What follows belongs to an exercise in optimizing a design on an open flow for small area and a short achievable clock period; a production flow would make more cautious choices.
RTL that was checked went through simulation tests only; none was proved equivalent to the original.
No driver is modelled on the clock port, so clocking that relies on it looks cheaper here than on a real chip.

## wip/raven
// fir_32nd
module fir_32nd (
    input clk,
    input reset,
    input signed [15:0] data_in,
    output reg signed [15:0] filtered_output
);
export LEC_CHECK = 0
export CAP_MARGIN = 20
export CORE_MARGIN = 2
export CORE_UTILIZATION = 60
export CTS_CLUSTER_DIAMETER = 120
export CTS_CLUSTER_SIZE = 40
export SLEW_MARGIN = 20
export SYNTH_HIERARCHICAL = 1
export TNS_END_PERCENT = 5
create_clock -name core_clock -period 15.0 [get_ports {clk}]
standard.sh (not shown) runs the stock make flow with config.mk's settings and CLKGATE_MAP_FILE= SYNTH_SCRIPT=/design/flow/synth_recipe.tcl, a recipe that flattens the netlist after the stock synthesis.
==> flow/flow/run.sh <==
#!/bin/bash
# Own flow: the standard synthesis, then the standard ORFS steps with
# buf_4 port buffers, no delay cells in buffering, a fanout limit that
# turns the reset net into a buffer tree, and a larger setup margin so
# timing repair works on the paths that set the achieved period.
set -e
H=$PWD/flow/hook.tcl
bash standard.sh synth > synth.log 2>&1
bash standard.sh SETUP_SLACK_MARGIN=11 BUFFER_PORTS_ARGS="-buffer_cell sky130_fd_sc_hd__buf_4" \
  PRE_GLOBAL_PLACE_TCL=$H PRE_RESIZE_TCL=$H PRE_CTS_TCL=$H PRE_GLOBAL_ROUTE_TCL=$H finish > layout.log 2>&1
==> flow/flow/hook.tcl <==
# Keep delay cells out of buffering and sizing; split high-fanout nets (the reset net).
set_dont_use [get_lib_cells {sky130_fd_sc_hd__clkdlybuf4s* sky130_fd_sc_hd__dlygate4sd* sky130_fd_sc_hd__dlymetal6s*}]
set_max_fanout 16 [current_design]
Modified inputs, wip/lagoon compared to wip/raven
- swapping 60 for 65 in CORE_UTILIZATION
- swapping 5 for 0 in TNS_END_PERCENT
==> results.txt <==
Re relative slew slack: wip/lagoon is 0.72 points down on wip/raven. On final-layout worst hold slack, wip/lagoon and wip/raven are basically level. Footprint of the multi-input gates: wip/raven vs wip/lagoon — no meaningful difference. Relative to wip/raven, the wire length measured on wip/lagoon has decreased by a few percent. Comparing wip/lagoon and wip/raven, the higher layout clock buffer count is on wip/lagoon. wip/lagoon vs wip/raven — critical path depth rose 9. Compared with wip/raven, in wip/lagoon simple-gate share of the synthesized area closely matched the old numbers; clock period minus worst slack increased by 0.025 ns relative to the old numbers.
Inputs modified between wip/lagoon and wip/onyx:
- removing TNS_END_PERCENT (formerly 0)
- changing CORE_UTILIZATION from 65 to 45
==> comparison <==
wip/onyx: done, clean on timing, DRC and antenna
Of wip/lagoon and wip/onyx, wip/lagoon shows the lower number of antenna violations at the first check in global routing, with wip/onyx above it.
Going from wip/lagoon to wip/onyx, overall track demand over capacity in global routing shrinks by 9.1 points.
The non-clock buffer count in wip/onyx is 2.3 times that in wip/lagoon.
Cell with the biggest individual delay on the critical path = dfrtp_4: wip/lagoon; cell with the biggest individual delay on the critical path = fa_1: wip/onyx
For wip/harbor, these inputs were changed with respect to wip/onyx:
- a change of CORE_UTILIZATION from 45 to 60
[summary]
Die outline width: wip/harbor < wip/onyx
[wip/harbor] detailed route wirelength on metal3 rose about 10% relative to wip/onyx
NOTE: final-layout worst hold slack in wip/harbor exceeds that of wip/onyx
[compare] base=wip/onyx new=wip/harbor: routability congestion estimate from global placement shows no meaningful change; post-synthesis cell area shows no meaningful change; number of buffers other than clock buffers in the final layout shows a reduction of 37.
Cell area delta (wip/harbor − wip/onyx): favourable
When wip/harbor is set beside wip/onyx, its clock period minus worst slack turns out to be 0.050 ns smaller.
wip/harbor ends up with a half-perimeter wire length of the detailed placement result that is about 2.6% lower than in wip/onyx.
The met2 capacity usage during global routing number comes out lower for wip/onyx vs wip/harbor.


## rev 12
fir_32nd, a different RTL version from the one above (not shown whole).
Size: roughly 2,600 cells after synthesis, roughly 34 I/O pins, ~41,000 um2 of cells after synthesis.
Settings: LEC_CHECK=0, CAP_MARGIN=20, CORE_MARGIN=2, CORE_UTILIZATION=60, CTS_CLUSTER_DIAMETER=120, CTS_CLUSTER_SIZE=16, SLEW_MARGIN=20, SYNTH_HIERARCHICAL=1, TNS_END_PERCENT=5; clock period 15.0 ns.
==> flow/flow/run.sh <==
#!/bin/bash
# Own flow: the standard synthesis, then the standard ORFS steps with
# buf_4 port buffers, no delay cells in buffering, the reset net rebuilt
# as a balanced buffer tree after placement (flow/reset_tree.tcl), and a
# larger setup margin so timing repair works on the paths that set the
# achieved period. CTS_ARGS picks smaller leaf clock buffers.
set -e
H=$PWD/flow/hook.tcl
bash standard.sh synth > synth.log 2>&1
bash standard.sh SETUP_SLACK_MARGIN=11 BUFFER_PORTS_ARGS="-buffer_cell sky130_fd_sc_hd__buf_4" \
  PRE_GLOBAL_PLACE_TCL=$H PRE_RESIZE_TCL=$H POST_RESIZE_TCL=$PWD/flow/reset_tree.tcl PRE_CTS_TCL=$H PRE_GLOBAL_ROUTE_TCL=$H \
  CTS_ARGS="-sink_clustering_enable -repair_clock_nets -sink_clustering_size 16 -sink_clustering_max_diameter 120 -dont_use_dummy_load" finish > layout.log 2>&1
Other scripts of this flow, unchanged in this note and not shown: flow/flow/hook.tcl, flow/flow/reset_tree.tcl
Rev 12 ran to completion and came out clean on the timing, DRC and antenna checks.
Changes in rev 13 relative to rev 12:
--- a/flow/flow/run.sh
+++ b/flow/flow/run.sh
@@ -12 +12 @@
-  CTS_ARGS="-sink_clustering_enable -repair_clock_nets -sink_clustering_size 16 -sink_clustering_max_diameter 120 -dont_use_dummy_load" finish > layout.log 2>&1
+  CTS_ARGS="-sink_clustering_enable -repair_clock_nets -sink_clustering_size 12 -sink_clustering_max_diameter 100 -sink_clustering_buffer sky130_fd_sc_hd__clkbuf_8 -root_buf sky130_fd_sc_hd__clkbuf_16 -buf_list sky130_fd_sc_hd__clkbuf_16 -dont_use_dummy_load" finish > layout.log 2>&1
Notes after the runs:
Rev 13 finished end to end and its layout was clean on timing, DRC and antenna. Re layout overhead on the synthesized area: rev 12 was higher than rev 13. Cell count (higher): rev 13. Compared with rev 12, in rev 13 clock skew after layout closely matched the old numbers; met1 usage in global routing flat; utilization after layout now sits lower; via count +about 0.34%.
No run of this note included a check of the RTL's function; only the layout flow was run.


MS:
RTL: one of the versions met above, not the one the previous note started from.
Size: ~750 flip-flops, roughly 0.041 sq mm of cells after synthesis.
clock: 15.0 ns
lec_check: 0
cap_margin: 20
core_margin: 2
core_utilization: 60
cts_cluster_diameter: 120
cts_cluster_size: 40
slew_margin: 20
synth_hierarchical: 1
tns_end_percent: 5
==> flow/flow/run.sh <==
#!/bin/bash
# Own flow: the standard synthesis, then the standard ORFS steps with
# buf_4 port buffers, no delay cells in buffering, the reset net rebuilt
# as a balanced buffer tree after placement (flow/reset_tree.tcl), and a
# larger setup margin so timing repair works on the paths that set the
# achieved period.
set -e
H=$PWD/flow/hook.tcl
bash standard.sh synth > synth.log 2>&1
bash standard.sh SETUP_SLACK_MARGIN=11 BUFFER_PORTS_ARGS="-buffer_cell sky130_fd_sc_hd__buf_4" \
  PRE_GLOBAL_PLACE_TCL=$H PRE_RESIZE_TCL=$H POST_RESIZE_TCL=$PWD/flow/reset_tree.tcl PRE_CTS_TCL=$H PRE_GLOBAL_ROUTE_TCL=$H finish > layout.log 2>&1
==> flow/flow/reset_tree.tcl <==
# Rebuild the asynchronous reset net as a balanced two-level buffer tree.
# The reset port's buffer drives the inverter that makes the active-low
# RESET_B/SET_B signal; every buffer below that inverter is removed and
# the flip-flops are re-clustered by recursive bisection of their
# locations: leaf buffers drive up to LEAF pins, mid buffers drive up to
# MID leaf buffers, and the inverter drives the mid buffers.
set LEAF 20
set MID 8
set block [ord::get_db_block]
set db [ord::get_db]

proc is_async_pin {it} {
  set n [[$it getMTerm] getName]
  return [expr {$n eq "RESET_B" || $n eq "SET_B"}]
}
proc is_buf {inst} {
  set m [[$inst getMaster] getName]
  return [expr {[string match "sky130_fd_sc_hd__buf_*" $m] || [string match "sky130_fd_sc_hd__clkbuf_*" $m]}]
}
proc out_iterm {inst} {
  foreach it [$inst getITerms] {
    if {[$it isOutputSignal]} { return $it }
  }
  return ""
}

# root: the net driven by the inverter fed from the reset port's buffer
set rport [$block findBTerm reset]
set pnet [$rport getNet]
set root ""
set inv ""
foreach it [$pnet getITerms] {
  set b [$it getInst]
  set bo [out_iterm $b]
  if {$bo eq ""} continue
  foreach it2 [[$bo getNet] getITerms] {
    if {[$it2 isInputSignal]} {
      set m [[[$it2 getInst] getMaster] getName]
      if {[string match "*inv*" $m]} { set inv [$it2 getInst]; set root [[out_iterm $inv] getNet] }
    }
  }
}
if {$root eq ""} { puts "reset_tree: root not found"; return }

# collect sinks and the buffers between the root and the sinks
set sinks {}
set bufs {}
set nets {}
proc walk {net} {
  global sinks bufs nets
  foreach it [$net getITerms] {
    if {![$it isInputSignal]} continue
    set inst [$it getInst]
    if {[is_async_pin $it]} {
      lappend sinks $it
    } elseif {[is_buf $inst]} {
      lappend bufs $inst
      set o [[out_iterm $inst] getNet]
      lappend nets $o
      walk $o
    } else {
      puts "reset_tree: unexpected load [$inst getName]/[[$it getMTerm] getName]"
    }
  }
}
walk $root
puts "reset_tree: [llength $sinks] sinks, removing [llength $bufs] buffers"
foreach it $sinks { $it disconnect }
foreach b $bufs { odb::dbInst_destroy $b }
foreach n $nets { odb::dbNet_destroy $n }

proc loc {it} {
  set bb [[$it getInst] getBBox]
  return [list [expr {([$bb xMin] + [$bb xMax]) / 2}] [expr {([$bb yMin] + [$bb yMax]) / 2}]]
}
# recursive bisection of {x y payload} items into groups of at most n
proc bisect {items n} {
  if {[llength $items] <= $n} { return [list $items] }
  set xs [lsort -integer [lmap i $items {lindex $i 0}]]
  set ys [lsort -integer [lmap i $items {lindex $i 1}]]
  set k [expr {([lindex $xs end] - [lindex $xs 0]) >= ([lindex $ys end] - [lindex $ys 0]) ? 0 : 1}]
  set s [lsort -integer -index $k $items]
  set h [expr {[llength $s] / 2}]
  return [concat [bisect [lrange $s 0 [expr {$h - 1}]] $n] [bisect [lrange $s $h end] $n]]
}
proc centroid {grp} {
  set sx 0; set sy 0
  foreach i $grp { incr sx [lindex $i 0]; incr sy [lindex $i 1] }
  set c [llength $grp]
  return [list [expr {$sx / $c}] [expr {$sy / $c}]]
}
set cnt 0
proc add_buf {master xy innet} {
  global block db cnt
  set name "rsttree_$cnt"
  incr cnt
  set inst [odb::dbInst_create $block [$db findMaster $master] $name]
  $inst setLocation [lindex $xy 0] [lindex $xy 1]
  $inst setPlacementStatus PLACED
  set net [odb::dbNet_create $block "${name}_o"]
  [$inst findITerm A] connect $innet
  [$inst findITerm X] connect $net
  return [list $inst $net]
}

set items [lmap it $sinks {concat [loc $it] [list $it]}]
set leaves {}
foreach grp [bisect $items $LEAF] {
  set xy [centroid $grp]
  lassign [add_buf sky130_fd_sc_hd__buf_4 $xy $root] inst net
  foreach i $grp { [lindex $i 2] connect $net }
  lappend leaves [concat $xy [list $inst]]
}
foreach grp [bisect $leaves $MID] {
  set xy [centroid $grp]
  lassign [add_buf sky130_fd_sc_hd__buf_8 $xy $root] inst net
  foreach i $grp {
    set a [[lindex $i 2] findITerm A]
    $a disconnect
    $a connect $net
  }
}
$inv swapMaster [$db findMaster sky130_fd_sc_hd__inv_8]
puts "reset_tree: built [llength $leaves] leaf buffers, $cnt buffers in all"
Other scripts of this flow, unchanged in this note and not shown: flow/flow/hook.tcl
MS | ERROR | 3_4_place_resized
Modified inputs, JK compared to MS
- CTS_CLUSTER_SIZE changed from 40 to 16
diff --git a/flow/flow/reset_tree.tcl b/flow/flow/reset_tree.tcl
--- a/flow/flow/reset_tree.tcl
+++ b/flow/flow/reset_tree.tcl
@@ -6,6 +6,8 @@
 # MID leaf buffers, and the inverter drives the mid buffers.
-set LEAF 20
-set MID 8
-set block [ord::get_db_block]
-set db [ord::get_db]
+# (This file is sourced from inside a proc: keep state in ::rt.)
+namespace eval rt {}
+set ::rt::LEAF 20
+set ::rt::MID 8
+set ::rt::block [ord::get_db_block]
+set ::rt::db [ord::get_db]
 
@@ -27,3 +29,3 @@
 # root: the net driven by the inverter fed from the reset port's buffer
-set rport [$block findBTerm reset]
+set rport [$::rt::block findBTerm reset]
 set pnet [$rport getNet]
@@ -45,7 +47,6 @@
 # collect sinks and the buffers between the root and the sinks
-set sinks {}
-set bufs {}
-set nets {}
-proc walk {net} {
-  global sinks bufs nets
+set ::rt::sinks {}
+set ::rt::bufs {}
+set ::rt::nets {}
+proc ::rt::walk {net} {
   foreach it [$net getITerms] {
@@ -54,8 +55,8 @@
     if {[is_async_pin $it]} {
-      lappend sinks $it
+      lappend ::rt::sinks $it
     } elseif {[is_buf $inst]} {
-      lappend bufs $inst
+      lappend ::rt::bufs $inst
       set o [[out_iterm $inst] getNet]
-      lappend nets $o
-      walk $o
+      lappend ::rt::nets $o
+      ::rt::walk $o
     } else {
@@ -65,7 +66,9 @@
 }
-walk $root
-puts "reset_tree: [llength $sinks] sinks, removing [llength $bufs] buffers"
+::rt::walk $root
+set sinks $::rt::sinks
+puts "reset_tree: [llength $sinks] sinks, removing [llength $::rt::bufs] buffers"
+if {[llength $sinks] == 0} { return }
 foreach it $sinks { $it disconnect }
-foreach b $bufs { odb::dbInst_destroy $b }
-foreach n $nets { odb::dbNet_destroy $n }
+foreach b $::rt::bufs { odb::dbInst_destroy $b }
+foreach n $::rt::nets { odb::dbNet_destroy $n }
 
@@ -91,11 +94,10 @@
 }
-set cnt 0
+set ::rt::cnt 0
 proc add_buf {master xy innet} {
-  global block db cnt
-  set name "rsttree_$cnt"
-  incr cnt
-  set inst [odb::dbInst_create $block [$db findMaster $master] $name]
+  set name "rsttree_$::rt::cnt"
+  incr ::rt::cnt
+  set inst [odb::dbInst_create $::rt::block [$::rt::db findMaster $master] $name]
   $inst setLocation [lindex $xy 0] [lindex $xy 1]
   $inst setPlacementStatus PLACED
-  set net [odb::dbNet_create $block "${name}_o"]
+  set net [odb::dbNet_create $::rt::block "${name}_o"]
   [$inst findITerm A] connect $innet
@@ -107,3 +109,3 @@
 set leaves {}
-foreach grp [bisect $items $LEAF] {
+foreach grp [bisect $items $::rt::LEAF] {
   set xy [centroid $grp]
@@ -113,3 +115,3 @@
 }
-foreach grp [bisect $leaves $MID] {
+foreach grp [bisect $leaves $::rt::MID] {
   set xy [centroid $grp]
@@ -122,3 +124,3 @@
 }
-$inv swapMaster [$db findMaster sky130_fd_sc_hd__inv_8]
-puts "reset_tree: built [llength $leaves] leaf buffers, $cnt buffers in all"
+$inv swapMaster [$::rt::db findMaster sky130_fd_sc_hd__inv_8]
+puts "reset_tree: built [llength $leaves] leaf buffers, $::rt::cnt buffers in all"
Notes after the runs:
- JK | stages: all done | timing, DRC, antenna: all pass
- Going from MS to JK, synthesized cell area about even, net count after synthesis shows no meaningful change, initial core utilization barely changed, total of flip-flops plus latches after synthesis was more or less identical.
- Re synthesized-area fraction occupied by ao, oa, aoi and oai cells: no difference whatsoever between JK and MS.
- Comparing MS against JK, there is no change at all in number of placement rows.
- Synthesized cell count: MS vs JK identical

## afterwards: timing with drivers on the ports
The results above use ideal ports. As a check the final layouts listed here were re-extracted and re-timed, cells and wires unchanged. Step 1 assumes that a clkbuf_16 drives the clock port and a buf_2 every other input. Step 2 times the ports against the registers' clock, not the clock port: input delays grow and output delays shrink by t, the midpoint of the rising clock arrivals with the driver on. a / b / c = no drivers / after step 1 / after step 2; a / b = the first two.
run | t, ns | setup slack, ns | hold slack, ns | slew at the worst register clock pin (ns)
wip/raven | 0.690 | 10.850 / 10.782 / 10.395 | 0.340 / 0.340 / 0.340 | 0.08 / 0.08
wip/lagoon | 0.671 | 10.825 / 10.793 / 10.368 | 0.343 / 0.343 / 0.343 | 0.09 / 0.09
wip/onyx | 0.678 | 10.788 / 10.788 / 10.577 | 0.336 / 0.336 / 0.336 | 0.09 / 0.09
wip/harbor | 0.674 | 10.838 / 10.789 / 10.551 | 0.340 / 0.340 / 0.340 | 0.08 / 0.08
rev 12 | 0.663 | 10.851 / 10.835 / 10.851 | 0.344 / 0.344 / 0.344 | 0.08 / 0.08
rev 13 | 0.635 | 10.837 / 10.837 / 10.837 | 0.300 / 0.300 / 0.300 | 0.10 / 0.10
JK | 0.695 | 10.868 / 10.818 / 10.868 | 0.336 / 0.336 / 0.336 | 0.09 / 0.09
After both steps setup and hold are still met in every run listed. The setup slack of wip/lagoon, which loses most, moves by -0.032 ns with the drivers and by -0.457 ns with both steps. The worst setup slack also covers recovery checks on asynchronous resets.
